This is an optimization exercise on Yosys and OpenROAD, whose aim is small area, not a production implementation.
In this exercise RTL edits were held to simulation tests only and were not proved equivalent to the original.
The clock cells of runs 3 to 7 come from the design's own scripts or RTL, not from TritonCTS.
The flow treats the clock pin as an ideal source. Dropping or thinning the clock tree relies on that and would not hold on a real chip.
Power figures rest on the tool's default switching activity, not on a simulated workload.

==> flow/design.v <==
`timescale 1ns / 1ps
module single_pulse(clk, rst, x, deb);
parameter INIT = 1'b0;
input clk, rst, x;
output deb;
reg deb;
reg p0;
reg [3:0] s;
wire flip = s[3] & ~s[2] & ~s[0];            
wire deb_n = deb ^ flip;
wire d = p0 ^ deb_n;
wire f = s[0] ? (s[2] ^ s[3]) : ~s[2];
always @(posedge clk or posedge rst)
	if (rst) begin
		p0 <= INIT;
		s <= 4'b0000;
		deb <= INIT;
	end else begin
		p0 <= x;
		deb <= deb_n;
		s <= d ? {s[2:0], f} : 4'b0000;
	end
endmodule
`timescale 1ns / 1ps
module spi_slave_lcd(clk, rst, SCK, SSEL, MOSI, MISO, pulse, parity, byte_data_send);
input clk, rst, SCK, SSEL, MOSI;
output MISO;
output pulse;
output parity;
input [7:0] byte_data_send;
reg MISO;
reg [2:0] i;
reg [7:0] rxr;
reg parity;
reg [2:0] SCK_vec;
reg done, pulse;
wire SCK_rise = ~SCK_vec[2] & SCK_vec[1];
wire step = SSEL ? (i != 3'd7) : SCK_rise;
wire rx_in = SSEL ? rxr[0] : MOSI;
always @(posedge clk) begin
	SCK_vec <= {SCK_vec[1:0], SCK};
	if (step)
		i <= i - 3'd1;
end
always @(posedge clk or posedge rst)
	if (rst) begin
		MISO <= 1'b0;
		rxr <= 8'd0;
		parity <= 1'b0;
		done <= 1'b0;
		pulse <= 1'b0;
	end else begin
		done <= ~SSEL & SCK_rise & (i == 3'd0);
		pulse <= done;
		if (step) begin
			rxr <= {rx_in, rxr[7:1]};
			parity <= parity ^ rxr[0] ^ rx_in;
		end
		if (~SSEL & ~SCK_vec[1])
			MISO <= byte_data_send[i];
	end
endmodule
`timescale 1ns / 1ps
module latency(clk, rst, SCK, SSEL, MOSI, MISO, leds, interrupt, interrupt_ack, btn2);
input clk, rst, btn2;
input SCK, SSEL, MOSI;
output MISO;
output [7:0] leds;
output interrupt;
input interrupt_ack;
wire sck_deb, ssel_deb, int_ack_deb;
wire pulse, parity;
reg [7:0] byte_data_send;
reg [2:0] state;
reg [3:0] cnt;         
reg [31:0] a, b;
single_pulse #(.INIT(1'b0)) db_sck (.clk(clk), .rst(rst), .x(SCK), .deb(sck_deb));
single_pulse #(.INIT(1'b1)) db_ssel (.clk(clk), .rst(rst), .x(SSEL), .deb(ssel_deb));
single_pulse #(.INIT(1'b1)) db_ack (.clk(clk), .rst(rst), .x(interrupt_ack), .deb(int_ack_deb));
spi_slave_lcd si (.clk(clk), .rst(rst), .SCK(sck_deb), .SSEL(ssel_deb), .MOSI(MOSI), .MISO(MISO),
	.pulse(pulse), .parity(parity), .byte_data_send(byte_data_send));
wire st7 = (state == 3'd7);
wire st0 = (state == 3'd0);
wire st1 = (state == 3'd1);
wire st2 = (state == 3'd2);
wire st3 = (state == 3'd3);
assign interrupt = st1;
wire delay_done = b[16] & b[15] & b[10] & b[9] & b[7] & b[5];  
wire cnt_ge9 = cnt[3] & cnt[0];
wire byte_pulse = st3 & pulse & ~cnt[3];       
wire [6:0] cnt7 = st0 ? b[6:0] : {3'd0, cnt};
assign leds = btn2 ? {parity, cnt7}
                   : {sck_deb, interrupt, int_ack_deb, ssel_deb, 1'b0, state};
always @(posedge clk or posedge rst)
	if (rst) begin
		state <= 3'd7;
		byte_data_send <= 8'd0;
		cnt <= 4'd0;
	end else begin
		case (state)
		3'd7: if (pulse) state <= 3'd0;
		3'd0: if (~int_ack_deb & delay_done) state <= 3'd1;
		3'd1: if (int_ack_deb) state <= 3'd2;
		3'd2: if (~ssel_deb) state <= 3'd3;
		3'd3: if (~pulse & cnt_ge9 & ~sck_deb) state <= 3'd0;
		default: ;
		endcase
		if (st3) begin
			if (pulse & ~cnt_ge9)
				cnt <= cnt + 4'd1;
		end else
			cnt <= {3'd0, st2 & ~ssel_deb};
		if ((st2 & ~ssel_deb) | byte_pulse)
			case (cnt[1:0])
			2'd0: byte_data_send <= a[7:0];
			2'd1: byte_data_send <= a[15:8];
			2'd2: byte_data_send <= a[23:16];
			2'd3: byte_data_send <= a[31:24];
			endcase
	end
wire a_ld = (st1 & int_ack_deb) | (byte_pulse & (cnt[1:0] == 2'd3));
wire b_inc = ~st3 & ((~state[1] & ~int_ack_deb) | (st2 & ssel_deb));
wire b_clr = st7 | a_ld;
wire b_ld9 = st0 & ~int_ack_deb & delay_done;
wire [32:0] b_cy;
assign b_cy[0] = b_inc;
genvar g;
generate for (g = 0; g < 32; g = g + 1) begin : inc
	assign b_cy[g+1] = b_cy[g] & b[g];
end endgenerate
wire [31:0] b_sum = b ^ b_cy[31:0];
always @(posedge clk) begin
	b <= b_clr ? 32'd0 : b_ld9 ? 32'hFFFFFFF7 : b_sum;
	if (a_ld)
		a <= b;
end
endmodule
==> flow/run.sh <==
#!/bin/bash
# synth_recipe.tcl (not shown) runs the flow's synth.tcl, then flattens the netlist and writes it again
# the make line also repeats each setting of config.mk as NAME=value (left out here)
make -C /OpenROAD-flow-scripts/flow DESIGN_CONFIG=/design/flow/config.mk WORK_HOME=/design/flow/orfs CLKGATE_MAP_FILE= SYNTH_SCRIPT=/design/flow/synth_recipe.tcl finish
==> flow/config.mk <==
export PLATFORM = sky130hd
export DESIGN_NAME = latency
export DESIGN_NICKNAME = latency
export VERILOG_FILES = /design/flow/design.v
export SDC_FILE = /design/flow/constraint.sdc
export NUM_CORES = 4
export LEC_CHECK = 0
export CAP_MARGIN = 20
export CORE_MARGIN = 2
export CORE_UTILIZATION = 40
export CTS_BUF_LIST = sky130_fd_sc_hd__clkbuf_8
export CTS_CLUSTER_DIAMETER = 100
export CTS_CLUSTER_SIZE = 30
export SLEW_MARGIN = 20
==> flow/constraint.sdc <==
create_clock -name core_clock -period 10.0 [get_ports {clk}]
set_input_delay 2.0000 -clock core_clock [delete_from_list [all_inputs] [get_ports {clk}]]
set_output_delay 2.0000 -clock core_clock [all_outputs]
set_load 0.01 [all_outputs]
==> impl_metrics.env, run 1 <==
export IMPL_dieArea_um2=13000
export IMPL_path_clk_slew_ps=70
export IMPL_finalSetupTns_ps=0
export IMPL_clock_skew_ps=7.98
export IMPL_clock_path_buffers=2
export IMPL_final_cell_mix="ha_1 (41), dfrtp_1 (38), edfxtp_1 (35), dfxtp_1 (35), o21a_1 (32)"
export IMPL_cts_tree="yes"
export IMPL_core_area_um2=11900
export IMPL_rows=40
export IMPL_drive_gt1_frac=0.155
export IMPL_first_global_vias=2749
export IMPL_die_x_um=114
export IMPL_cts_hold_buf=0
export IMPL_worst_path_most_repeated_cell="ha_1"
export IMPL_totalWireLength_mm=7.97
export IMPL_synth_ff_latch_count=115
export IMPL_synth_edff_count=35
export IMPL_critPathKind="reg2reg"
export IMPL_syn_cell_area_um2=4840
export IMPL_insertion_delay_ps=430
export IMPL_grt_pass1_wl_mm=13.4
export IMPL_fin_nets=436
export IMPL_clk_root_buffer_cell="clkbuf_8"
export IMPL_stdcell_count=548
export IMPL_ys_async_sr_fraction=0.391
export IMPL_design_area_um2=5570
export IMPL_grt_ovfl_total=0
export IMPL_cts_setup_buffers=0
export IMPL_port_buffers=16
export IMPL_grt_max_degree=46
export IMPL_wl_met3_um=323
export IMPL_finalCriticalPeriod_ps=6940
export IMPL_dr_max_layer_used="met4"
export IMPL_die_y_um=114
export IMPL_fillers=1068
export IMPL_slew_viol_final=0
export IMPL_initial_core_util=0.406
export IMPL_cp_end_kind="flop"
export IMPL_rsz0062_at_grt="no"
export IMPL_cts_htree_levels=4
export IMPL_wl_met2_mm=3.67
export IMPL_crit_path_top_delay_cell="dfstp_2"
export IMPL_io_pins=17
export IMPL_final_common_cell="ha_1"
export IMPL_grt_use_total=0.137
export IMPL_hold_viol_final=0
export IMPL_drc_errors=0
export IMPL_via_per_inst=4.95
export IMPL_wl_per_cell_um=14.5
export IMPL_antenna_found_initial=0
export IMPL_dpl_cell_count=516
export IMPL_cts_buffers_inserted=17
export IMPL_area_growth_pct=15.1
export IMPL_synth_area_per_cell_um2=13.2
export IMPL_dp_hpwl_mm=5.55
export IMPL_cp_arrival_ps=7260
export IMPL_tightest_slew_ps=715
export IMPL_post_place_ws_ps=3070
export IMPL_worst_slack_ps=3060
export IMPL_placed_area_um2=5130
export IMPL_status="complete, no violations"
export IMPL_drt_met1_wl_mm=3.85
export IMPL_diodes=0
export IMPL_maxCapViolations=0
export IMPL_slew_headroom=0.522
export IMPL_ys_seq_area_frac=0.597
export IMPL_synth_ff_type="dfrtp_1"
export IMPL_vias=2713
export IMPL_max_stage_delay_ps=670
export IMPL_clkSinkCount=115
export IMPL_first_pass_iters=5
export IMPL_post_cts_resized=0
export IMPL_syn_inst=367
export IMPL_crit_required_ps=10320
export IMPL_synth_nets=415
export IMPL_cp_start_kind="flop"
export IMPL_fin_crit_sh=0.694
export IMPL_cp_max_fo=13
export IMPL_synth_cell_types=50
export IMPL_finalSetupViolations=0
export IMPL_ant_nets=0
export IMPL_hold_class="reg2reg"
export IMPL_drtIter0Drc=217
export IMPL_fmax_ghz=0.144
export IMPL_place_gp_congestion=0.820
export IMPL_power_mw=1.32
export IMPL_peakVddDrop_v=0.000109
export IMPL_synth_warnings=4
export IMPL_p_per_area_nw_per_um2=237
export IMPL_p_leak_nw=2.53
-- metal layers --
layer | GRT usage | vias to the layer above
li1 | - | 1368
met1 | 0.176 | 1279
met2 | 0.208 | 55
met3 | 0.0542 | 11
met4 | 0.0528 | 0
met5 | 0 | -
-- cell families after synthesis --
kind of cell / after synthesis / synth area share
compound gates: 72 / 0.107
buf+inv: 33 / 0.0295
mux: 24 / 0.0652
fa+ha+maj: 41 / 0.106
xor+xnor: 14 / 0.0253
flops: 115 / 0.597
simple gates: 68 / 0.0701
-- critical path: cells and delay by family (launching register included) --
kind	cells	cell delay, ps
compound gates	2	250
xor+xnor	1	160
fa+ha+maj	31	5550
flops	1	670
simple gates	2	200
-- cell type report --
cell class	count	area (µm²)	share of cell area
clock buffers	20	275	0.0494
repair buffers	18	175	0.0315
inverters	17	63.8	0.0115
multi-input cells	219	1820	0.327
flip-flops and latches	115	2890	0.518
well taps	147	184	0.0330
clock inverters	12	163	0.0292
-- power by group --
part           internal [mW]  switching [mW]
Sequential             0.568          0.0602
Combinational          0.120           0.105
Clock                  0.288           0.181
-- worst paths after layout --
path | from | depth (start not counted) | endpoint | slack [ps]
max in group asynchronous | rst | 3 | cnt[0] | 7610
min in group asynchronous | rst | 3 | si.parity | 2010
hold / removal | si.SCK_vec[0] | 0 | si.SCK_vec[1] | 340
setup / recovery | state[0] | 36 | b[31] | 3060
setup reg to reg | state[0] | 36 | b[31] | 3060
hold reg to reg | si.SCK_vec[0] | 0 | si.SCK_vec[1] | 340
-- registers in the layout, summed over array words and instances (netlist names) --
name	flops
db_ssel.p0	1
db_sck.deb	1
si.parity	1
db_sck.p0	1
db_ack.s	4
db_ack.deb	1
db_ssel.s	4
si.i	3
si.done	1
db_ssel.deb	1
a	32
state	3
si.pulse	1
si.MISO	1
db_ack.p0	1
si.rxr	8
si.SCK_vec	3
db_sck.s	4
byte_data_send	8
cnt	4
b	32
-- per-stage QoR --
step / utilization / hold WS, ps
after global routing: 0.468 / 351
final: 0.468 / 335
after detailed placement: 0.431 / 314
after global placement: 0.430 / 313
after CTS: 0.468 / 330
after floorplan: - / 310
-- synth_stat cells, drive strengths merged (2+ instances only) --
master,n,area share
o21a,32,0.050
mux4,2,0.0093
a211oi,3,0.0047
a31oi,2,0.0026
and2,4,0.0052
nor2b,5,0.0065
o21ai,16,0.017
xnor2,7,0.013
dfxtp,35,0.14
dfrtp,38,0.20
and3,2,0.0026
and3b,2,0.0036
inv,16,0.012
clkbuf,6,0.0047
mux2i,6,0.012
nand2,16,0.012
nor3,2,0.0044
dfstp,7,0.038
edfxtp,35,0.22
xor2,7,0.013
buf,10,0.012
a222oi,8,0.017
mux2,16,0.043
ha,41,0.11
a21oi,4,0.0041
nor2,22,0.017
nand3,8,0.0083
==> run 2, diff against run 1 <==
==> flow/flow/run.sh (new file) <==
#!/bin/bash
# Standard layout with smaller port buffers and no CTS dummy loads.
bash standard.sh \
  'BUFFER_PORTS_ARGS=-buffer_cell sky130_fd_sc_hd__buf_1' \
  'CTS_ARGS=-sink_clustering_enable -repair_clock_nets -buf_list sky130_fd_sc_hd__clkbuf_8 -sink_clustering_size 30 -sink_clustering_max_diameter 100 -dont_use_dummy_load' \
  finish > standard.log 2>&1
==> flow/standard.sh (new file) <==
#!/bin/bash
# synth_recipe.tcl (not shown) runs the flow's synth.tcl, then flattens the netlist and writes it again
# the make line also repeats each setting of config.mk as NAME=value (left out here)
make -C /OpenROAD-flow-scripts/flow DESIGN_CONFIG=/design/flow/config.mk WORK_HOME=/design/flow/orfs CLKGATE_MAP_FILE= SYNTH_SCRIPT=/design/flow/synth_recipe.tcl "${@:-finish}"
--- a/flow/config.mk
+++ b/flow/config.mk
@@ -9,6 +9,3 @@
 export CORE_MARGIN = 2
 export CORE_UTILIZATION = 40
-export CTS_BUF_LIST = sky130_fd_sc_hd__clkbuf_8
-export CTS_CLUSTER_DIAMETER = 100
-export CTS_CLUSTER_SIZE = 30
 export SLEW_MARGIN = 20
removed: flow/run.sh
==> impl_metrics.env, run 2 <==
export IMPL_dieArea_um2=13000
export IMPL_area_growth_pct=8.85
export IMPL_synth_ff_type="dfrtp_1"
export IMPL_synth_ff_latch_count=115
export IMPL_cts_setup_buffers=0
export IMPL_cp_arrival_ps=7180
export IMPL_synth_cell_types=50
export IMPL_cp_max_fo=13
export IMPL_grt_max_degree=46
export IMPL_drtIter0Drc=169
export IMPL_slew_viol_final=0
export IMPL_ys_async_sr_fraction=0.391
export IMPL_wl_per_cell_um=15.0
export IMPL_initial_core_util=0.406
export IMPL_reg_top3="a x32, b x32"
export IMPL_io_pins=17
export IMPL_yosysMostFrequentCell="ha_1"
export IMPL_synth_nets=415
export IMPL_fmax_ghz=0.145
export IMPL_finalCriticalPeriod_ps=6880
export IMPL_rsz0062_at_grt="no"
export IMPL_crit_required_ps=10300
export IMPL_rows=40
export IMPL_cts_tree="yes"
export IMPL_clock_path_buffers=2
export IMPL_tightest_slew_ps=682
export IMPL_drive_gt1_frac=0.130
export IMPL_fin_crit_sh=0.688
export IMPL_drc_errors=0
export IMPL_insertion_delay_ps=420
export IMPL_post_synth_top_area_cell="edfxtp_1"
export IMPL_die_y_um=114
export IMPL_grt_ovfl_total=0
export IMPL_cts_buffers_inserted=17
export IMPL_critPathKind="reg2reg"
export IMPL_worst_path_most_repeated_cell="ha_1"
export IMPL_clkSinkCount=115
export IMPL_cp_start_kind="flop"
export IMPL_syn_inst=367
export IMPL_p_leak_nw=2.38
export IMPL_fin_nets=436
export IMPL_clock_skew_ps=22.2
export IMPL_synth_edff_count=35
export IMPL_ant_nets=0
export IMPL_diodes=0
export IMPL_synth_warnings=4
export IMPL_cts_htree_levels=4
export IMPL_post_place_ws_ps=3090
export IMPL_antenna_found_initial=0
export IMPL_finalSetupViolations=0
export IMPL_syn_cell_area_um2=4840
export IMPL_totalWireLength_mm=7.99
export IMPL_first_global_vias=2658
export IMPL_grt_use_total=0.137
export IMPL_vias=2706
export IMPL_path_clk_slew_ps=60
export IMPL_die_x_um=114
export IMPL_maxCapViolations=0
export IMPL_hold_viol_final=0
export IMPL_netlist_top_cells_area="edfxtp_1 (22%), dfrtp_1 (20%), dfxtp_1 (14%)"
export IMPL_port_buffers=16
export IMPL_cts_hold_buf=0
export IMPL_final_common_cell="ha_1"
export IMPL_core_area_um2=11900
export IMPL_synth_area_per_cell_um2=13.2
export IMPL_slew_headroom=0.545
export IMPL_crit_path_top_delay_cell="dfstp_2"
export IMPL_via_per_inst=5.08
export IMPL_synth_top_cells_by_count="ha_1 (41), dfrtp_1 (38), dfxtp_1 (35), edfxtp_1 (35), o21a_1 (32)"
export IMPL_yosysTopAreaCellShare=0.217
export IMPL_hold_class="reg2reg"
export IMPL_grt_pass1_wl_mm=13.5
export IMPL_clk_root_buffer_cell="clkbuf_8"
export IMPL_final_cell_mix="ha_1 (41), dfrtp_1 (38), edfxtp_1 (35), dfxtp_1 (35), o21a_1 (32)"
export IMPL_first_pass_iters=4
export IMPL_cp_end_kind="flop"
export IMPL_place_gp_congestion=0.830
export IMPL_dp_hpwl_mm=5.70
export IMPL_ys_seq_area_frac=0.597
export IMPL_power_mw=1.13
export IMPL_peakVddDrop_v=0.000116
export IMPL_worst_slack_ps=3120
export IMPL_status="complete, no violations"
export IMPL_final_core_util=0.442
export IMPL_finalSetupTns_ps=0
export IMPL_p_per_area_nw_per_um2=215
export IMPL_placed_area_um2=5030
export IMPL_post_cts_resized=0
export IMPL_max_stage_delay_ps=670
export IMPL_design_area_um2=5270
[run 2: cell counts after synthesis]
No cell type changed its count.
[run 2: path summary, 6_finish.rpt]
kind	start	endpoint	slack, ps	depth (start not counted)
worst min register to register	si.SCK_vec[0]	si.SCK_vec[1]	330	0
worst max register to register	state[0]	b[31]	3120	36
worst max-delay path	state[0]	b[31]	3120	36
worst min-delay path	si.SCK_vec[0]	si.SCK_vec[1]	330	0
min in group asynchronous	rst	db_ssel.s[0]	1680	3
max in group asynchronous	rst	cnt[0]	7920	3
[run 2: cell families after synthesis]
family / count (synthesis) / share of synthesized area
multiplexers: 24 / 0.0652
buffers and inverters: 33 / 0.0295
AND/OR/NAND/NOR: 68 / 0.0701
AO/OA/AOI/OAI: 72 / 0.107
XOR/XNOR: 14 / 0.0253
adder cells (fa/ha/maj): 41 / 0.106
flip-flops: 115 / 0.597
[run 2: per-stage QoR]
stage / cells / hold slack [ps]
2_1_floorplan: 367 / 310
3_3_place_gp: 516 / 312
3_5_place_dp: 516 / 314
4_1_cts: 533 / 329
5_1_grt: 533 / 331
6_report: 533 / 326
[run 2: layout make-up]
cell class | instances | area (µm²)
clock buffer | 17 | 234
fill | 1118 | 6650
inverter | 17 | 63.8
multi-input combinational | 219 | 1820
sequential | 115 | 2890
tap | 147 | 184
timing repair buffer | 18 | 75.1
[run 2: layer usage]
layer | GRT usage | routed length (µm) | up-vias
li1 | - | - | 1353
met1 | 0.184 | 3950 | 1293
met2 | 0.204 | 3640 | 47
met3 | 0.0446 | 286 | 13
met4 | 0.0610 | 112 | 0
met5 | 0 | 0 | -
[run 2: report_power, final]
part           switching [mW]  internal, mW
Combinational           0.104         0.104
Clock                   0.148         0.149
Sequential             0.0602         0.568
[run 2: critical path, delay by kind of cell (launching register included)]
family	cells	cell delay, ps
fa+ha+maj	31	5480
simple gates	2	200
flops	1	670
compound gates	2	250
xor+xnor	1	160
==> run 3, diff against run 2 <==
==> flow/flow/run.sh (replaced) <==
#!/bin/bash
# Standard layout, except: port buffers are buf_1 cells, and the clock tree
# is a fixed root buffer plus 8 leaf buffers (flow/mycts.tcl).
export MYCTS_NBUF=8
export MYCTS_LEAF=sky130_fd_sc_hd__clkbuf_8
export MYCTS_ROOT=sky130_fd_sc_hd__clkbuf_8
bash standard.sh \
  'BUFFER_PORTS_ARGS=-buffer_cell sky130_fd_sc_hd__buf_1' \
  "PRE_CTS_TCL=$(pwd)/flow/mycts.tcl" \
  RECOVER_POWER=100 \
  finish > standard.log 2>&1
==> flow/flow/mycts.tcl (new file) <==
# Sourced by ORFS's cts.tcl before clock tree synthesis (PRE_CTS_TCL). It
# replaces clock_tree_synthesis with a fixed two-level tree: the clock port
# drives one root buffer, which drives MYCTS_NBUF leaf buffers, each placed
# at the centre of the group of registers it drives. The groups are formed by
# splitting the registers in half at the median y, then each half at the
# median x, and so on. All registers see the same two buffers, so the tree
# is balanced; cts.tcl then legalises the placement and repairs timing.
proc mytree_build {nbuf bufcell rootcell} {
  set block [ord::get_db_block]
  set master [[ord::get_db] findMaster $bufcell]
  set rm [[ord::get_db] findMaster $rootcell]
  set clk [$block findNet clk]
  set sinks {}
  foreach it [$clk getITerms] {
    set inst [$it getInst]
    set loc [$inst getLocation]
    set m [$inst getMaster]
    set cx [expr {[lindex $loc 0] + [$m getWidth] / 2}]
    set cy [expr {[lindex $loc 1] + [$m getHeight] / 2}]
    lappend sinks [list $it $cx $cy]
  }
  set groups [list $sinks]
  set axis 2
  while {[llength $groups] < $nbuf} {
    set ng {}
    foreach g $groups {
      set s [lsort -integer -index $axis $g]
      set h [expr {[llength $s] / 2}]
      lappend ng [lrange $s 0 [expr {$h - 1}]] [lrange $s $h end]
    }
    set groups $ng
    set axis [expr {3 - $axis}]
  }
  set sx 0; set sy 0
  foreach s $sinks { incr sx [lindex $s 1]; incr sy [lindex $s 2] }
  set n [llength $sinks]
  set rinst [odb::dbInst_create $block $rm "clkbuf_root"]
  set drv [odb::dbNet_create $block "clk_root"]
  $drv setSigType CLOCK
  $clk setSigType CLOCK
  [$rinst findITerm A] connect $clk
  [$rinst findITerm X] connect $drv
  $rinst setLocation [expr {$sx / $n - [$rm getWidth] / 2}] [expr {$sy / $n - [$rm getHeight] / 2}]
  $rinst setPlacementStatus PLACED
  set k 0
  foreach g $groups {
    set sx 0; set sy 0
    foreach s $g { incr sx [lindex $s 1]; incr sy [lindex $s 2] }
    set n [llength $g]
    set inst [odb::dbInst_create $block $master "clkbuf_leaf_$k"]
    set net [odb::dbNet_create $block "clk_leaf_$k"]
    $net setSigType CLOCK
    foreach s $g {
      set it [lindex $s 0]
      $it disconnect
      $it connect $net
    }
    [$inst findITerm A] connect $drv
    [$inst findITerm X] connect $net
    $inst setLocation [expr {$sx / $n - [$master getWidth] / 2}] [expr {$sy / $n - [$master getHeight] / 2}]
    $inst setPlacementStatus PLACED
    incr k
  }
  puts "mycts: root $rootcell, $nbuf leaves of $bufcell"
}

rename clock_tree_synthesis orfs_clock_tree_synthesis
proc clock_tree_synthesis {args} {
  mytree_build $::env(MYCTS_NBUF) $::env(MYCTS_LEAF) $::env(MYCTS_ROOT)
}
--- a/flow/config.mk
+++ b/flow/config.mk
@@ -8,4 +8,5 @@
 export CAP_MARGIN = 20
 export CORE_MARGIN = 2
-export CORE_UTILIZATION = 40
+export CORE_UTILIZATION = 65
+export PLACE_DENSITY = 0.8
 export SLEW_MARGIN = 20
==> impl_metrics.env, run 3 <==
export IMPL_status="failed layout checks"
export IMPL_check_faults="capacitance limit, slew limit"
export IMPL_netSwitchingFraction=0.282
export IMPL_post_cts_resized=0
export IMPL_synth_ff_latch_count=115
export IMPL_cts_hold_buf=0
export IMPL_slew_headroom=-0.100
export IMPL_port_buffers=16
export IMPL_die_y_um=90.3
export IMPL_synth_cell_types=50
export IMPL_stdcell_count=477
export IMPL_totalWireLength_mm=7.76
export IMPL_p_int_mw=0.750
export IMPL_r2r_cells=36
export IMPL_final_cell_mix="ha_1 (41), dfrtp_1 (38), edfxtp_1 (35), dfxtp_1 (35), o21a_1 (32)"
export IMPL_syn_inst=367
export IMPL_insertion_delay_ps=370
export IMPL_netlist_top_cells_area="edfxtp_1 (22%), dfrtp_1 (20%), dfxtp_1 (14%)"
export IMPL_io_pins=17
export IMPL_grt_use_total=0.197
export IMPL_rsz0062_at_grt="no"
export IMPL_vias=2697
export IMPL_reg_top3="a x32, b x32"
export IMPL_ys_async_sr_fraction=0.391
export IMPL_fin_crit_sh=0.715
export IMPL_yosysMostFrequentCell="ha_1"
export IMPL_maxCapViolations=2
export IMPL_synth_area_per_cell_um2=13.2
export IMPL_post_synth_top_area_cell="edfxtp_1"
export IMPL_cp_arrival_ps=7410
export IMPL_fmax_ghz=0.140
export IMPL_rows=31
export IMPL_final_common_cell="ha_1"
export IMPL_cp_max_fo=13
export IMPL_tightest_slew_ps=1650
export IMPL_power_share_sequential=0.598
export IMPL_grt_max_degree=46
export IMPL_holdPathStages=0
export IMPL_finalSetupViolations=0
export IMPL_max_stage_delay_ps=790
export IMPL_core_area_um2=7210
export IMPL_area_growth_pct=4.53
export IMPL_diodes=0
export IMPL_drtIter0Drc=229
export IMPL_worst_slack_ps=2850
export IMPL_p_per_area_nw_per_um2=206
export IMPL_yosysTopAreaCellShare=0.217
export IMPL_post_place_ws_ps=3010
export IMPL_dp_hpwl_mm=5.63
export IMPL_synth_nets=415
export IMPL_wl_per_cell_um=16.3
export IMPL_crit_path_top_delay_cell="dfstp_1"
export IMPL_synth_edff_count=35
export IMPL_power_switching_mw=0.294
export IMPL_worst_path_most_repeated_cell="ha_1"
export IMPL_drc_errors=0
export IMPL_initial_core_util=0.670
export IMPL_hold_class="reg2reg"
export IMPL_via_per_inst=5.65
export IMPL_grt_ovfl_total=0
export IMPL_first_global_vias=2740
export IMPL_first_pass_iters=8
export IMPL_slew_viol_final=79
export IMPL_finalCriticalPeriod_ps=7150
export IMPL_fin_nets=428
export IMPL_cp_end_kind="flop"
export IMPL_finalSetupTns_ps=0
export IMPL_dieArea_um2=8150
export IMPL_place_gp_congestion=0.840
export IMPL_peakVddDrop_v=0.000161
export IMPL_die_x_um=90.3
export IMPL_antenna_found_initial=0
export IMPL_syn_cell_area_um2=4840
export IMPL_hold_viol_final=0
export IMPL_clock_skew_ps=8.22
export IMPL_pwr_share_comb=0.199
export IMPL_ys_seq_area_frac=0.597
export IMPL_critPathKind="reg2reg"
export IMPL_ant_nets=0
export IMPL_drive_gt1_frac=0.0688
export IMPL_grt_pass1_wl_mm=13.2
export IMPL_crit_required_ps=10270
export IMPL_power_mw=1.04
export IMPL_synth_ff_type="dfrtp_1"
export IMPL_path_clk_slew_ps=90
export IMPL_cts_setup_buffers=0
export IMPL_p_leak_nw=2.30
export IMPL_synth_top_cells_by_count="ha_1 (41), dfrtp_1 (38), dfxtp_1 (35), edfxtp_1 (35), o21a_1 (32)"
export IMPL_synth_warnings=4
export IMPL_cp_start_kind="flop"
export IMPL_dpl_cell_count=468
export IMPL_p_clk_frac=0.203
-- run 3: cell counts after synthesis --
Identical to the previous run, type by type.
-- run 3: cell type report --
class,instances,area [µm²]
multi-input combinational,219,1780
buffer,9,124
sequential,115,2890
tap,99,124
fill,531,2160
timing repair buffer,18,75.1
inverter,17,63.8
-- run 3: stage by stage --
step           instance area [µm²]   util  hold slack (ps)
2_1_floorplan                 4840      -              310
3_3_place_gp                  4960  0.687              315
3_5_place_dp                  4970  0.689              312
4_1_cts                       5090  0.706              312
5_1_grt                       5060  0.701              346
6_report                      5060  0.701              333
-- run 3: per-layer routing --
layer,global-route usage,share of wire
met5,0,0
met4,0.0410,0.020
met3,0.0142,0.033
met2,0.327,0.48
met1,0.291,0.47
-- run 3: final timing paths --
check | startpoint | to | slack, ps
worst max-delay path | state[0] | b[31] | 2850
worst min-delay path | si.SCK_vec[0] | si.SCK_vec[1] | 330
worst max register to register | state[0] | b[31] | 2850
worst min register to register | si.SCK_vec[0] | si.SCK_vec[1] | 330
max in group asynchronous | rst | si.rxr[2] | 6950
min in group asynchronous | rst | db_ssel.s[0] | 2100
-- run 3: logic make-up after synthesis --
logic type	count (synthesis)	share of synthesized area
DFF	115	0.597
AOI/OAI and AO/OA	72	0.107
and+or+nand+nor	68	0.0701
adders and majority gates	41	0.106
buffers and inverters	33	0.0295
muxes	24	0.0652
xor gates and xnor gates	14	0.0253
-- run 3: power by group through the flow --
stage,logic [mW],clock network [mW],registers (mW)
after floorplan,0.174,0,0.613
after CTS,0.212,0.162,0.637
after global routing,0.240,0.230,0.635
after global placement,0.202,0,0.634
after detailed placement,0.211,0,0.637
final,0.207,0.212,0.624
-- run 3: critical path, delay by kind of cell, from the launching register on --
family,cells,cell delay [ps]
fa+ha+maj,31,5630
simple gates,2,230
flops,1,790
compound gates,2,250
xor+xnor,1,150
==> run 4, diff against run 3 <==
--- a/flow/flow/run.sh
+++ b/flow/flow/run.sh
@@ -8,4 +8,3 @@
   'BUFFER_PORTS_ARGS=-buffer_cell sky130_fd_sc_hd__buf_1' \
   "PRE_CTS_TCL=$(pwd)/flow/mycts.tcl" \
-  RECOVER_POWER=100 \
   finish > standard.log 2>&1
--- a/flow/config.mk
+++ b/flow/config.mk
@@ -8,5 +8,4 @@
 export CAP_MARGIN = 20
 export CORE_MARGIN = 2
-export CORE_UTILIZATION = 65
-export PLACE_DENSITY = 0.8
+export CORE_UTILIZATION = 40
 export SLEW_MARGIN = 20
==> impl_metrics.env, run 4 <==
export IMPL_status="complete, no violations"
export IMPL_grt_max_degree=46
export IMPL_post_cts_resized=0
export IMPL_path_clk_slew_ps=90
export IMPL_drtIter0Drc=198
export IMPL_ys_async_sr_fraction=0.391
export IMPL_rsz0062_at_grt="no"
export IMPL_finalSetupViolations=0
export IMPL_fin_crit_sh=0.691
export IMPL_port_buffers=16
export IMPL_syn_inst=367
export IMPL_synth_ff_type="dfrtp_1"
export IMPL_synth_top_family_by_area="compound AO/OA/AOI/OAI gates"
export IMPL_yosys_area_share_xor_xnor=0.0253
export IMPL_io_pins=17
export IMPL_synth_ff_latch_count=115
export IMPL_drive_gt1_frac=0.111
export IMPL_core_area_um2=11900
export IMPL_final_cell_mix="ha_1 (41), dfrtp_1 (38), edfxtp_1 (35), dfxtp_1 (35), o21a_1 (32)"
export IMPL_worst_slack_ps=3090
export IMPL_initial_core_util=0.406
export IMPL_synth_edff_count=35
export IMPL_synth_nets=415
export IMPL_synth_compound_area_frac=0.107
export IMPL_slew_headroom=0.546
export IMPL_totalWireLength_mm=7.96
export IMPL_synth_area_mux_share=0.0652
export IMPL_dp_hpwl_mm=5.70
export IMPL_fmax_ghz=0.145
export IMPL_cp_end_kind="flop"
export IMPL_hold_viol_final=0
export IMPL_clock_skew_ps=10.6
export IMPL_antenna_found_initial=0
export IMPL_yosysMostFrequentCell="ha_1"
export IMPL_synth_top_cells_by_count="ha_1 (41), dfrtp_1 (38), dfxtp_1 (35), edfxtp_1 (35), o21a_1 (32)"
export IMPL_ant_nets=0
export IMPL_grt_pass1_wl_mm=13.4
export IMPL_synth_cell_types=50
export IMPL_drc_errors=0
export IMPL_cts_hold_buf=0
export IMPL_post_synth_top_area_cell="edfxtp_1"
export IMPL_first_pass_iters=4
export IMPL_cp_arrival_ps=7180
export IMPL_place_gp_congestion=0.830
export IMPL_finalCriticalPeriod_ps=6910
export IMPL_die_y_um=114
export IMPL_area_growth_pct=6.57
export IMPL_ys_seq_area_frac=0.597
export IMPL_cts_setup_buffers=0
export IMPL_peakVddDrop_v=0.000101
export IMPL_first_global_vias=2604
export IMPL_rows=40
export IMPL_synth_warnings=4
export IMPL_critPathKind="reg2reg"
export IMPL_synth_area_per_cell_um2=13.2
export IMPL_finalSetupTns_ps=0
export IMPL_worst_path_most_repeated_cell="ha_1"
export IMPL_critPathTopFamily="adder cells"
export IMPL_dieArea_um2=13000
export IMPL_diodes=0
export IMPL_fin_nets=428
export IMPL_critical_path_buf_inv_count=0
export IMPL_maxCapViolations=0
export IMPL_p_leak_nw=2.33
export IMPL_grt_ovfl_total=0
export IMPL_grt_use_total=0.125
export IMPL_cp_start_kind="flop"
export IMPL_fillers=1130
export IMPL_crit_path_top_delay_cell="dfstp_2"
export IMPL_yosysTopAreaCellShare=0.217
export IMPL_crit_required_ps=10270
export IMPL_reg_top3="a x32, b x32"
export IMPL_final_core_util=0.433
export IMPL_wl_per_cell_um=15.2
export IMPL_netlist_top_cells_area="edfxtp_1 (22%), dfrtp_1 (20%), dfxtp_1 (14%)"
export IMPL_final_common_cell="ha_1"
export IMPL_synth_fa_ha_area_frac=0.106
export IMPL_hold_class="reg2reg"
export IMPL_synth_simple_gate_area_frac=0.0701
export IMPL_die_x_um=114
export IMPL_via_per_inst=5.10
export IMPL_cp_max_fo=13
export IMPL_slew_viol_final=0
export IMPL_post_place_ws_ps=3090
export IMPL_tightest_slew_ps=680
export IMPL_syn_cell_area_um2=4840
export IMPL_vias=2679
export IMPL_max_stage_delay_ps=680
export IMPL_p_per_area_nw_per_um2=204
export IMPL_insertion_delay_ps=370
## run 4: cell counts after synthesis
No cell type changed its count.
## run 4: kinds of logic after synthesis
group	count (synthesis)
flops	115
compound gates	72
simple gates	68
fa+ha+maj	41
buf+inv	33
mux	24
xor+xnor	14
## run 4: power by group
part           leakage (nW)  total, mW  internal (mW)  switching (mW)
sequential             1.24      0.628          0.567          0.0609
combinational          1.02      0.209          0.105           0.104
clock                0.0647      0.214         0.0812           0.133
total                  2.33       1.05          0.753           0.298
## run 4: area by class of cell
type	instances	area, µm²	share of cell area
buffer	9	124	0.0240
inverter	17	63.8	0.0124
multi-input combinational	219	1820	0.353
sequential	115	2890	0.560
tap	147	184	0.0357
timing repair buffer	18	75.1	0.0146
## run 4: final timing paths
check                              start             to  slack, ps  cells past startpoint
setup / recovery                state[0]          b[31]       3090                     36
hold / removal             si.SCK_vec[0]  si.SCK_vec[1]        340                      0
setup reg to reg                state[0]          b[31]       3090                     36
hold reg to reg            si.SCK_vec[0]  si.SCK_vec[1]        340                      0
max in group asynchronous            rst      si.rxr[7]       7880                      3
min in group asynchronous            rst   db_ssel.s[0]       1730                      3
## run 4: per-layer routing
layer,track usage,vias up,routed length (µm)
met5,0,-,0
met4,0.0220,0,180
met3,0.00903,12,304
met2,0.202,51,3590
met1,0.189,1274,3880
li1,-,1342,-
## run 4: stage by stage
step	instances	hold slack (ps)	total power [mW]	area [µm²]
final	525	335	1.05	5150
after floorplan	367	310	0.786	4840
after detailed placement	516	314	0.849	5030
after global routing	525	341	1.12	5150
after CTS	525	314	1.01	5150
after global placement	516	312	0.841	5030
## run 4: worst register-to-register path, delay by kind of cell, from the launching register on
family | cells | cell delay, ps
xor+xnor | 1 | 160
compound gates | 2 | 250
fa+ha+maj | 31 | 5500
simple gates | 2 | 200
flops | 1 | 680
==> run 5, diff against run 4 <==
--- a/flow/design.v
+++ b/flow/design.v
@@ -1,7 +1,8 @@
 `timescale 1ns / 1ps
-module single_pulse(clk, rst, x, deb);
+module single_pulse(clk, rst, x, deb, deb_n);
 parameter INIT = 1'b0;
 input clk, rst, x;
 output deb;
+output deb_n;     
 reg deb;
 reg p0;
@@ -23,10 +24,14 @@
 endmodule
 `timescale 1ns / 1ps
-module spi_slave_lcd(clk, rst, SCK, SSEL, MOSI, MISO, pulse, parity, byte_data_send);
+module spi_slave_lcd(clk, rst, SCK, SSEL, SSEL_n, MOSI, MISO, pulse, parity, byte_data_send, a_top, keep, keep_old);
 input clk, rst, SCK, SSEL, MOSI;
+input SSEL_n;      
+input keep;        
+input keep_old;    
 output MISO;
 output pulse;
 output parity;
 input [7:0] byte_data_send;
+input [7:0] a_top;       
 reg MISO;
 reg [2:0] i;
@@ -35,15 +40,19 @@
 reg [2:0] SCK_vec;
 reg done, pulse;
+reg old_bit;
 wire SCK_rise = ~SCK_vec[2] & SCK_vec[1];
 wire step = SSEL ? (i != 3'd7) : SCK_rise;
 wire rx_in = SSEL ? rxr[0] : MOSI;
+wire [2:0] i_n = step ? i - 3'd1 : i;
+wire [2:0] i_keep = SSEL_n ? 3'd7 : i_n;
 always @(posedge clk) begin
 	SCK_vec <= {SCK_vec[1:0], SCK};
-	if (step)
-		i <= i - 3'd1;
+	if (keep)
+		old_bit <= a_top[i_keep];
 end
 always @(posedge clk or posedge rst)
 	if (rst) begin
 		MISO <= 1'b0;
+		i <= 3'd7;
 		rxr <= 8'd0;
 		parity <= 1'b0;
@@ -51,4 +60,5 @@
 		pulse <= 1'b0;
 	end else begin
+		i <= i_n;
 		done <= ~SSEL & SCK_rise & (i == 3'd0);
 		pulse <= done;
@@ -58,5 +68,5 @@
 		end
 		if (~SSEL & ~SCK_vec[1])
-			MISO <= byte_data_send[i];
+			MISO <= keep_old ? old_bit : byte_data_send[i];
 	end
 endmodule
@@ -69,15 +79,13 @@
 output interrupt;
 input interrupt_ack;
-wire sck_deb, ssel_deb, int_ack_deb;
+wire sck_deb, ssel_deb, int_ack_deb, ssel_deb_n;
 wire pulse, parity;
-reg [7:0] byte_data_send;
 reg [2:0] state;
 reg [3:0] cnt;         
-reg [31:0] a, b;
-single_pulse #(.INIT(1'b0)) db_sck (.clk(clk), .rst(rst), .x(SCK), .deb(sck_deb));
-single_pulse #(.INIT(1'b1)) db_ssel (.clk(clk), .rst(rst), .x(SSEL), .deb(ssel_deb));
-single_pulse #(.INIT(1'b1)) db_ack (.clk(clk), .rst(rst), .x(interrupt_ack), .deb(int_ack_deb));
-spi_slave_lcd si (.clk(clk), .rst(rst), .SCK(sck_deb), .SSEL(ssel_deb), .MOSI(MOSI), .MISO(MISO),
-	.pulse(pulse), .parity(parity), .byte_data_send(byte_data_send));
+reg [31:0] a;
+reg [31:0] b;
+single_pulse #(.INIT(1'b0)) db_sck (.clk(clk), .rst(rst), .x(SCK), .deb(sck_deb), .deb_n());
+single_pulse #(.INIT(1'b1)) db_ssel (.clk(clk), .rst(rst), .x(SSEL), .deb(ssel_deb), .deb_n(ssel_deb_n));
+single_pulse #(.INIT(1'b1)) db_ack (.clk(clk), .rst(rst), .x(interrupt_ack), .deb(int_ack_deb), .deb_n());
 wire st7 = (state == 3'd7);
 wire st0 = (state == 3'd0);
@@ -88,5 +96,12 @@
 wire delay_done = b[16] & b[15] & b[10] & b[9] & b[7] & b[5];  
 wire cnt_ge9 = cnt[3] & cnt[0];
-wire byte_pulse = st3 & pulse & ~cnt[3];       
+wire ack_in = st1 & int_ack_deb;
+wire [1:0] idx = cnt_ge9 ? 2'd3 : cnt[1:0] - 2'd1;
+wire [3:0] sel = {idx == 2'd3, idx == 2'd2, idx == 2'd1, idx == 2'd0};
+wire [7:0] byte_data_send = (a[7:0] & {8{sel[0]}}) | (a[15:8] & {8{sel[1]}})
+                          | (a[23:16] & {8{sel[2]}}) | (a[31:24] & {8{sel[3]}});
+spi_slave_lcd si (.clk(clk), .rst(rst), .SCK(sck_deb), .SSEL(ssel_deb), .SSEL_n(ssel_deb_n), .MOSI(MOSI), .MISO(MISO),
+	.pulse(pulse), .parity(parity), .byte_data_send(byte_data_send), .a_top(a[31:24]),
+	.keep(ack_in), .keep_old(st2));
 wire [6:0] cnt7 = st0 ? b[6:0] : {3'd0, cnt};
 assign leds = btn2 ? {parity, cnt7}
@@ -95,5 +110,4 @@
 	if (rst) begin
 		state <= 3'd7;
-		byte_data_send <= 8'd0;
 		cnt <= 4'd0;
 	end else begin
@@ -111,15 +125,8 @@
 		end else
 			cnt <= {3'd0, st2 & ~ssel_deb};
-		if ((st2 & ~ssel_deb) | byte_pulse)
-			case (cnt[1:0])
-			2'd0: byte_data_send <= a[7:0];
-			2'd1: byte_data_send <= a[15:8];
-			2'd2: byte_data_send <= a[23:16];
-			2'd3: byte_data_send <= a[31:24];
-			endcase
 	end
-wire a_ld = (st1 & int_ack_deb) | (byte_pulse & (cnt[1:0] == 2'd3));
+wire a_ld = st7 | ack_in | (st3 & pulse & (cnt == 4'd4));
 wire b_inc = ~st3 & ((~state[1] & ~int_ack_deb) | (st2 & ssel_deb));
-wire b_clr = st7 | a_ld;
+wire b_clr = a_ld;
 wire b_ld9 = st0 & ~int_ack_deb & delay_done;
 wire [32:0] b_cy;
==> flow/flow/run.sh (replaced) <==
#!/bin/bash
# Standard layout, except: port buffers are buf_1 cells, and the clock tree
# is a fixed root buffer plus 4 leaf buffers (flow/mycts.tcl).
export MYCTS_NBUF=4
export MYCTS_LEAF=sky130_fd_sc_hd__clkbuf_16
export MYCTS_ROOT=sky130_fd_sc_hd__clkbuf_4
bash standard.sh \
  'BUFFER_PORTS_ARGS=-buffer_cell sky130_fd_sc_hd__buf_1' \
  "PRE_CTS_TCL=$(pwd)/flow/mycts.tcl" \
  finish > standard.log 2>&1
==> impl_metrics.env, run 5 <==
export IMPL_status="complete, no violations"
export IMPL_die_y_um=113
export IMPL_syn_cell_area_um2=4750
export IMPL_drt_met1_wl_mm=3.79
export IMPL_syn_inst=420
export IMPL_worst_path_stages=37
export IMPL_dieArea_um2=12800
export IMPL_power_share_sequential=0.520
export IMPL_fin_nets=470
export IMPL_netSwitchingFraction=0.353
export IMPL_synth_ff_latch_count=108
export IMPL_wl_met2_mm=3.74
export IMPL_p_int_mw=0.916
export IMPL_worst_slack_ps=3000
export IMPL_initial_core_util=0.413
export IMPL_synth_nets=466
export IMPL_grt_use_total=0.127
export IMPL_final_cell_mix="nor2_1 (90), ha_1 (39), dfxtp_1 (35), edfxtp_1 (33), dfrtp_1 (30)"
export IMPL_pwr_share_comb=0.339
export IMPL_clock_skew_ps=14.9
export IMPL_synth_ff_type="dfxtp_1"
export IMPL_port_buffers=16
export IMPL_maxCapViolations=0
export IMPL_seqCellArea_um2=2710
export IMPL_wl_per_cell_um=14.0
export IMPL_critPathKind="reg2reg"
export IMPL_antenna_found_initial=0
export IMPL_yosysMostFrequentCell="nor2_1"
export IMPL_tightest_slew_ps=908
export IMPL_final_common_cell="nor2_1"
export IMPL_hold_class="reg2reg"
export IMPL_slew_viol_final=0
export IMPL_ys_seq_area_frac=0.569
export IMPL_grt_ovfl_total=0
export IMPL_cp_max_fo=10
export IMPL_first_global_vias=2785
export IMPL_core_area_um2=11500
export IMPL_first_pass_iters=16
export IMPL_cp_arrival_ps=7300
export IMPL_synth_cell_types=55
export IMPL_finalSetupTns_ps=0
export IMPL_worst_path_most_repeated_cell="ha_1"
export IMPL_place_gp_congestion=0.865
export IMPL_crit_required_ps=10300
export IMPL_power_switching_mw=0.501
export IMPL_critPathTopFamily="adder cells"
export IMPL_vias=2858
export IMPL_p_per_area_nw_per_um2=282
export IMPL_finalCriticalPeriod_ps=7000
export IMPL_cts_hold_buf=0
export IMPL_netlist_top_cells_area="edfxtp_1 (21%), dfrtp_1 (16%), dfxtp_1 (15%)"
export IMPL_cp_start_kind="flop"
export IMPL_path_clk_slew_ps=110
export IMPL_ys_async_sr_fraction=0.370
export IMPL_finalSetupViolations=0
export IMPL_synth_warnings=4
export IMPL_rsz0062_at_grt="no"
export IMPL_fillers=1122
export IMPL_post_cts_resized=0
export IMPL_ant_nets=0
export IMPL_slew_headroom=0.395
export IMPL_die_x_um=113
export IMPL_reg_top3="a x32, b x32, si.rxr x8"
export IMPL_drtIter0Drc=155
export IMPL_wl_met3_um=241
export IMPL_grt_max_degree=65
export IMPL_totalWireLength_mm=7.92
export IMPL_cp_end_kind="flop"
export IMPL_post_synth_top_area_cell="edfxtp_1"
export IMPL_cts_setup_buffers=0
export IMPL_dp_hpwl_mm=5.88
export IMPL_drc_errors=0
export IMPL_io_pins=17
export IMPL_synth_top_cells_by_count="nor2_1 (90), ha_1 (39), dfxtp_1 (35), edfxtp_1 (33), dfrtp_1 (30)"
export IMPL_synth_area_per_cell_um2=11.3
export IMPL_synth_edff_count=33
export IMPL_max_stage_delay_ps=650
export IMPL_p_leak_nw=2.21
export IMPL_multi_input_area_um2=1890
export IMPL_fin_crit_sh=0.700
export IMPL_dr_max_layer_used="met4"
export IMPL_insertion_delay_ps=440
export IMPL_drive_gt1_frac=0.0972
export IMPL_post_place_ws_ps=2990
export IMPL_via_per_inst=5.05
export IMPL_r2r_cells=37
export IMPL_fmax_ghz=0.143
export IMPL_rows=39
export IMPL_area_growth_pct=5.82
export IMPL_peakVddDrop_v=0.000120
export IMPL_critical_path_buf_inv_count=0
export IMPL_yosysTopAreaCellShare=0.209
export IMPL_crit_path_top_delay_cell="dfstp_2"
export IMPL_hold_viol_final=0
export IMPL_grt_pass1_wl_mm=13.8
export IMPL_p_clk_frac=0.141
export IMPL_holdPathStages=0
==> run 5: metal layers <==
| layer | track usage | vias to the layer above |
|---|---|---|
| li1 | - | 1452 |
| met1 | 0.187 | 1360 |
| met5 | 0 | - |
| met4 | 0.0195 | 0 |
| met2 | 0.214 | 35 |
| met3 | 0.00803 | 11 |
==> run 5: cell type report <==
type,count,area share
Timing Repair Buffer,17,0.0134
Inverter,19,0.0144
Sequential cell,108,0.538
Antenna cell,1,0.000498
Buffer,5,0.0214
Multi-Input combinational cell,273,0.377
Tap cell,143,0.0356
==> run 5: power groups by stage <==
stage | Sequential, mW | Combinational [mW] | Clock [mW]
3_5_place_dp | 0.748 | 0.481 | 0
4_1_cts | 0.749 | 0.484 | 0.152
5_1_grt | 0.760 | 0.548 | 0.222
3_3_place_gp | 0.743 | 0.473 | 0
2_1_floorplan | 0.683 | 0.431 | 0
6_report | 0.737 | 0.480 | 0.199
==> run 5: path summary, 6_finish.rpt <==
check,startpoint,to,slack [ps]
min reg2reg,si.SCK_vec[0],si.SCK_vec[1],340
min in group asynchronous,rst,si.rxr[1],1620
max reg2reg,state[0],b[31],3000
min,si.SCK_vec[0],si.SCK_vec[1],340
max,state[0],b[31],3000
max in group asynchronous,rst,db_ack.p0,7590
==> run 5: per-stage QoR <==
stage | hold WS (ps) | instances | util | area [µm²] | power [mW]
finish | 339 | 566 | 0.437 | 5030 | 1.42
global route | 346 | 565 | 0.436 | 5030 | 1.53
CTS | 314 | 565 | 0.435 | 5010 | 1.39
detailed placement | 320 | 560 | 0.426 | 4910 | 1.23
global placement | 317 | 560 | 0.426 | 4910 | 1.22
floorplan | 310 | 420 | - | 4750 | 1.11
==> run 5: logic make-up (layout without fill, tap and decap cells) <==
group / after synthesis / in the layout / synth area share
adders and majority gates: 39 / 39 / 0.103
muxes: 24 / 24 / 0.0561
xor gates and xnor gates: 14 / 14 / 0.0274
buffers and inverters: 39 / 41 / 0.0342
and+or+nand+nor: 141 / 141 / 0.130
DFF: 108 / 108 / 0.569
other: 0 / 1 / 0
AOI/OAI and AO/OA: 55 / 55 / 0.0808
==> run 5: worst register-to-register path: cells and delay by family, from the launching register on <==
family                     cells  cell delay [ps]
adders and majority gates     31             5620
AOI/OAI and AO/OA              1              120
and+or+nand+nor                4              320
DFF                            1              650
xor gates and xnor gates       1              160
==> run 6, diff against run 5 <==
--- a/flow/config.mk
+++ b/flow/config.mk
@@ -8,4 +8,5 @@
 export CAP_MARGIN = 20
 export CORE_MARGIN = 2
-export CORE_UTILIZATION = 40
+export CORE_UTILIZATION = 65
+export PLACE_DENSITY = 0.8
 export SLEW_MARGIN = 20
==> impl_metrics.env, run 6 <==
export IMPL_hold_viol_final=0
export IMPL_drc_errors=0
export IMPL_synth_fa_ha_area_frac=0.103
export IMPL_hold_class="reg2reg"
export IMPL_synth_nets=466
export IMPL_whs_ps=340
export IMPL_status="complete, no violations"
export IMPL_synth_compound_area_frac=0.0808
export IMPL_finalSetupTns_ps=0
export IMPL_rows=31
export IMPL_insertion_delay_ps=440
export IMPL_synth_ff_type="dfxtp_1"
export IMPL_cp_start_kind="flop"
export IMPL_rsz0062_at_grt="no"
export IMPL_die_y_um=89.5
export IMPL_synth_top_family_by_area="simple AND/OR/NAND/NOR gates"
export IMPL_tightest_slew_ps=889
export IMPL_die_x_um=89.5
export IMPL_vias=2913
export IMPL_grt_use_total=0.200
export IMPL_synth_area_mux_share=0.0561
export IMPL_first_pass_iters=4
export IMPL_p_leak_nw=2.21
export IMPL_ant_nets=0
export IMPL_dp_hpwl_mm=5.79
export IMPL_cts_setup_buffers=0
export IMPL_synth_area_per_cell_um2=11.3
export IMPL_core_area_um2=7180
export IMPL_grt_max_degree=65
export IMPL_fin_crit_sh=0.706
export IMPL_ys_seq_area_frac=0.569
export IMPL_netSwitchingFraction=0.356
export IMPL_io_pins=17
export IMPL_drive_gt1_frac=0.0972
export IMPL_p_clk_frac=0.138
export IMPL_power_share_sequential=0.520
export IMPL_synth_ff_latch_count=108
export IMPL_power_mw=1.42
export IMPL_grt_pass1_wl_mm=12.6
export IMPL_synth_simple_gate_area_frac=0.130
export IMPL_syn_inst=420
export IMPL_wl_per_cell_um=15.3
export IMPL_synth_cell_types=55
export IMPL_dieArea_um2=8010
export IMPL_finalCriticalPeriod_ps=7060
export IMPL_antenna_found_initial=0
export IMPL_synth_top_cells_by_count="nor2_1 (90), ha_1 (39), dfxtp_1 (35), edfxtp_1 (33), dfrtp_1 (30)"
export IMPL_port_buffers=16
export IMPL_slew_viol_final=0
export IMPL_final_common_cell="nor2_1"
export IMPL_synth_edff_count=33
export IMPL_initial_core_util=0.662
export IMPL_p_per_area_nw_per_um2=286
export IMPL_fmax_ghz=0.142
export IMPL_area_growth_pct=4.61
export IMPL_syn_cell_area_um2=4750
export IMPL_peakVddDrop_v=0.000193
export IMPL_diodes=0
export IMPL_pwr_share_comb=0.342
export IMPL_post_cts_resized=0
export IMPL_p_int_mw=0.917
export IMPL_finalSetupViolations=0
export IMPL_path_clk_slew_ps=100
export IMPL_yosysMostFrequentCell="nor2_1"
export IMPL_fin_nets=470
export IMPL_slew_headroom=0.407
export IMPL_crit_path_top_delay_cell="dfstp_2"
export IMPL_netlist_top_cells_area="edfxtp_1 (21%), dfrtp_1 (16%), dfxtp_1 (15%)"
export IMPL_cp_end_kind="flop"
export IMPL_fillers=535
export IMPL_maxCapViolations=0
export IMPL_totalWireLength_mm=7.97
export IMPL_reg_top3="a x32, b x32, si.rxr x8"
export IMPL_crit_required_ps=10300
export IMPL_place_gp_congestion=0.936
export IMPL_max_stage_delay_ps=640
export IMPL_first_global_vias=2646
export IMPL_critPathKind="reg2reg"
export IMPL_power_switching_mw=0.508
export IMPL_via_per_inst=5.59
export IMPL_drtIter0Drc=240
export IMPL_grt_ovfl_total=0
export IMPL_cp_max_fo=10
export IMPL_post_synth_top_area_cell="edfxtp_1"
export IMPL_synth_warnings=4
export IMPL_yosys_area_share_xor_xnor=0.0274
export IMPL_clock_skew_ps=9.99
export IMPL_worst_path_most_repeated_cell="ha_1"
export IMPL_cts_hold_buf=0
export IMPL_cp_arrival_ps=7360
export IMPL_ys_async_sr_fraction=0.370
export IMPL_final_cell_mix="nor2_1 (90), ha_1 (39), dfxtp_1 (35), edfxtp_1 (33), dfrtp_1 (30)"
export IMPL_yosysTopAreaCellShare=0.209
## run 6: cell counts after synthesis
Identical to the previous run, type by type.
## run 6: cell type report
type | instances | area, µm² | area share
Sequential cell | 108 | 2710 | 0.544
Multi-Input combinational cell | 273 | 1890 | 0.381
Tap cell | 99 | 124 | 0.0249
Buffer | 5 | 108 | 0.0216
Inverter | 19 | 72.6 | 0.0146
Timing Repair Buffer | 17 | 67.6 | 0.0136
## run 6: per-layer routing
metal	track usage	wire length, µm	up-vias
met1	0.273	3610	1395
li1	-	-	1457
met5	0	0	-
met4	0.0421	186	0
met3	0.0203	256	13
met2	0.349	3920	48
## run 6: cells by family (layout without fill, tap and decap cells)
group	after synthesis	count (layout)
DFF	108	108
muxes	24	24
AOI/OAI and AO/OA	55	55
and+or+nand+nor	141	141
xor gates and xnor gates	14	14
buffers and inverters	39	41
adders and majority gates	39	39
## run 6: worst paths after layout
path	from	endpoint	slack, ps	cells after the start
worst max-delay path	state[0]	b[31]	2940	37
worst min-delay path	si.SCK_vec[0]	si.SCK_vec[1]	340	0
worst max register to register	state[0]	b[31]	2940	37
worst min register to register	si.SCK_vec[0]	si.SCK_vec[1]	340	0
max in group asynchronous	rst	si.i[2]	7990	3
min in group asynchronous	rst	db_ack.s[2]	1640	3
## run 6: per-stage QoR
stage / setup slack, ps / area [µm²] / instances / utilization
3_3_place_gp: 3170 / 4850 / 516 / 0.676
4_1_cts: 2940 / 4960 / 521 / 0.691
6_report: 2940 / 4970 / 521 / 0.693
5_1_grt: 2460 / 4970 / 521 / 0.693
3_5_place_dp: 2940 / 4850 / 516 / 0.676
2_1_floorplan: 3270 / 4750 / 420 / -
## run 6: power by group through the flow
stage	logic, mW	registers, mW	clock network [mW]
after floorplan	0.431	0.683	0
after global placement	0.466	0.739	0
after detailed placement	0.485	0.747	0
after CTS	0.488	0.749	0.152
after global routing	0.547	0.759	0.217
final	0.487	0.741	0.196
## run 6: worst max-delay path, delay by kind of cell, from the launching register on
kind / cells / cell delay, ps
AO/OA/AOI/OAI: 1 / 130
XOR/XNOR: 1 / 160
adder cells (fa/ha/maj): 31 / 5670
flip-flops: 1 / 640
AND/OR/NAND/NOR: 4 / 320
==> run 7, diff against run 6 <==
==> flow/flow/run.sh (replaced) <==
#!/bin/bash
# Standard layout, except: port buffers are buf_1 cells, and the clock tree
# is a fixed root buffer plus 8 leaf buffers (flow/mycts.tcl).
export MYCTS_NBUF=8
export MYCTS_LEAF=sky130_fd_sc_hd__clkbuf_8
export MYCTS_ROOT=sky130_fd_sc_hd__clkbuf_8
bash standard.sh \
  'BUFFER_PORTS_ARGS=-buffer_cell sky130_fd_sc_hd__buf_1' \
  "PRE_CTS_TCL=$(pwd)/flow/mycts.tcl" \
  finish > standard.log 2>&1
--- a/flow/config.mk
+++ b/flow/config.mk
@@ -8,5 +8,4 @@
 export CAP_MARGIN = 20
 export CORE_MARGIN = 2
-export CORE_UTILIZATION = 65
-export PLACE_DENSITY = 0.8
+export CORE_UTILIZATION = 40
 export SLEW_MARGIN = 20
==> impl_metrics.env, run 7 <==
export IMPL_via_per_inst=5.06
export IMPL_grt_max_degree=65
export IMPL_cp_max_fo=10
export IMPL_reg2reg_to="b[31]"
export IMPL_rsz0062_at_grt="no"
export IMPL_syn_cell_area_um2=4750
export IMPL_p_per_area_nw_per_um2=283
export IMPL_tightest_slew_ps=920
export IMPL_syn_inst=420
export IMPL_grt_ovfl_total=0
export IMPL_critPathTopFamily="adder cells"
export IMPL_critical_path_buf_inv_count=0
export IMPL_ys_async_sr_fraction=0.370
export IMPL_finalSetupTns_ps=0
export IMPL_p_leak_nw=2.22
export IMPL_min_to="si.SCK_vec[1]"
export IMPL_netlist_top_cells_area="edfxtp_1 (21%), dfrtp_1 (16%), dfxtp_1 (15%)"
export IMPL_wl_per_cell_um=14.1
export IMPL_hold_class="reg2reg"
export IMPL_critPathKind="reg2reg"
export IMPL_finalSetupViolations=0
export IMPL_synth_ff_type="dfxtp_1"
export IMPL_diodes=0
export IMPL_first_global_vias=2822
export IMPL_reg_top3="a x32, b x32, si.rxr x8"
export IMPL_antenna_found_initial=0
export IMPL_worst_path_stages=37
export IMPL_r2r_start="state[0]"
export IMPL_final_cell_mix="nor2_1 (90), ha_1 (39), dfxtp_1 (35), edfxtp_1 (33), dfrtp_1 (30)"
export IMPL_drtIter0Drc=166
export IMPL_slew_viol_final=0
export IMPL_hold_viol_final=0
export IMPL_synth_area_per_cell_um2=11.3
export IMPL_synth_top_cells_by_count="nor2_1 (90), ha_1 (39), dfxtp_1 (35), edfxtp_1 (33), dfrtp_1 (30)"
export IMPL_r2r_cells=37
export IMPL_synth_cell_types=55
export IMPL_rows=39
export IMPL_drive_gt1_frac=0.106
export IMPL_yosysMostFrequentCell="nor2_1"
export IMPL_final_common_cell="nor2_1"
export IMPL_port_buffers=16
export IMPL_cp_arrival_ps=7220
export IMPL_die_x_um=113
export IMPL_post_synth_top_area_cell="edfxtp_1"
export IMPL_totalWireLength_mm=8.05
export IMPL_whs_ps=333
export IMPL_fin_nets=474
export IMPL_synth_nets=466
export IMPL_io_pins=17
export IMPL_holdPathStages=0
export IMPL_maxCapViolations=0
export IMPL_die_y_um=113
export IMPL_status="complete, no violations"
export IMPL_dp_hpwl_mm=5.88
export IMPL_ys_seq_area_frac=0.569
export IMPL_area_growth_pct=6.11
export IMPL_grt_use_total=0.129
export IMPL_vias=2879
export IMPL_grt_pass1_wl_mm=13.9
export IMPL_initial_core_util=0.413
export IMPL_peakVddDrop_v=0.0000968
export IMPL_insertion_delay_ps=370
export IMPL_core_area_um2=11500
export IMPL_first_pass_iters=16
export IMPL_min_from="si.SCK_vec[0]"
export IMPL_dpl_cell_count=560
export IMPL_synth_edff_count=33
export IMPL_cp_start_kind="flop"
export IMPL_crit_path_top_delay_cell="dfstp_2"
export IMPL_cts_setup_buffers=0
export IMPL_synth_warnings=4
export IMPL_cp_end_kind="flop"
export IMPL_drc_errors=0
export IMPL_clock_skew_ps=16.2
export IMPL_crit_required_ps=10220
export IMPL_yosysTopAreaCellShare=0.209
export IMPL_worst_path_most_repeated_cell="ha_1"
export IMPL_place_gp_congestion=0.865
export IMPL_slew_headroom=0.387
export IMPL_cts_hold_buf=0
export IMPL_ant_nets=0
export IMPL_finalCriticalPeriod_ps=7000
export IMPL_stdcell_count=569
export IMPL_fmax_ghz=0.143
export IMPL_max_stage_delay_ps=640
export IMPL_post_cts_resized=0
export IMPL_dieArea_um2=12800
export IMPL_r2r_setup_slack_ps=3000
export IMPL_synth_ff_latch_count=108
export IMPL_fin_crit_sh=0.700
export IMPL_path_clk_slew_ps=100
==> run 7: cell types whose count changed in the layout (fill, tap and decap cells not counted), sizes merged <==
| cell | previous run | this run |
|---|---|---|
| clkbuf | 5 | 9 |
==> run 7: kinds of logic (layout without fill, tap and decap cells) <==
| kind of cell | count (synthesis) | after routing | synth area share |
|---|---|---|---|
| adder cells (fa/ha/maj) | 39 | 39 | 0.103 |
| AO/OA/AOI/OAI | 55 | 55 | 0.0808 |
| multiplexers | 24 | 24 | 0.0561 |
| AND/OR/NAND/NOR | 141 | 141 | 0.130 |
| XOR/XNOR | 14 | 14 | 0.0274 |
| flip-flops | 108 | 108 | 0.569 |
| buffers and inverters | 39 | 45 | 0.0342 |
==> run 7: power breakdown <==
group	internal, mW	total [mW]	switching [mW]
Sequential	0.623	0.737	0.114
Combinational	0.217	0.481	0.264
Clock	0.0811	0.210	0.129
==> run 7: area by class of cell <==
class	instances	area (µm²)
inverters	19	72.6
flip-flops and latches	108	2710
multi-input cells	273	1890
well taps	143	179
fillers	1118	6470
plain buffers	9	124
repair buffers	17	67.6
==> run 7: routing by layer <==
metal  share of wire  vias to the layer above  track usage
li1                -                     1457            -
met1            0.49                     1369        0.189
met2            0.46                       42        0.214
met3           0.029                       11      0.00911
met4           0.017                        0       0.0236
met5               0                        -            0
==> run 7: worst register-to-register path: cells and delay by family, from the launching register on <==
family	cells	cell delay, ps
AOI/OAI and AO/OA	1	120
and+or+nand+nor	4	320
DFF	1	640
adders and majority gates	31	5620
xor gates and xnor gates	1	160
==> run 7: worst max-delay path by stage <==
stage | slack, ps | from | end
floorplan | 3270 | state[0] | b[30]
finish | 3000 | state[0] | b[31]
global route | 2480 | state[0] | b[31]
CTS | 2980 | state[0] | b[31]
global placement | 3130 | state[0] | b[31]
detailed placement | 2990 | state[0] | b[31]
==> run 7: per-stage QoR <==
stage	setup WS [ps]	total power [mW]	utilization	area (µm²)
2_1_floorplan	3270	1.11	-	4750
3_3_place_gp	3130	1.22	0.426	4910
3_5_place_dp	2990	1.23	0.426	4910
4_1_cts	2980	1.39	0.437	5030
5_1_grt	2480	1.54	0.438	5040
6_report	3000	1.43	0.438	5040

static timing again, ports no longer ideal:
The flow's constraints put no driver on any port. The routed layouts listed below were extracted and timed again, unchanged, in two steps.
Step 1 (the two cells are an assumption about what drives the block):
set clk [get_ports {clk}]
set_driving_cell -lib_cell sky130_fd_sc_hd__clkbuf_16 $clk
set_driving_cell -lib_cell sky130_fd_sc_hd__buf_2 [delete_from_list [all_inputs] $clk]
Step 2, shift: input delay + t, output delay - t, t = (earliest + latest rising clock arrival at the registers) / 2. This alone moves slack from input paths to output paths.
Slacks: no drivers / after step 1 / after step 2; pairs: no drivers / after step 1.
| run | t, ns | setup slack, ns | hold slack, ns |
|---|---|---|---|
| run 1 | 0.463 | 3.059 / 3.059 / 3.059 | 0.335 / 0.335 / 0.335 |
| run 2 | 0.438 | 3.121 / 3.121 / 3.121 | 0.326 / 0.326 / 0.326 |
| run 3 | 0.394 | 2.853 / 2.853 / 2.853 | 0.333 / 0.333 / 0.333 |
| run 4 | 0.401 | 3.095 / 3.095 / 3.095 | 0.335 / 0.335 / 0.335 |
| run 5 | 0.469 | 3.004 / 3.004 / 3.004 | 0.339 / 0.339 / 0.339 |
| run 6 | 0.458 | 2.938 / 2.938 / 2.938 | 0.340 / 0.340 / 0.340 |
| run 7 | 0.399 | 3.000 / 3.000 / 3.000 | 0.333 / 0.333 / 0.333 |
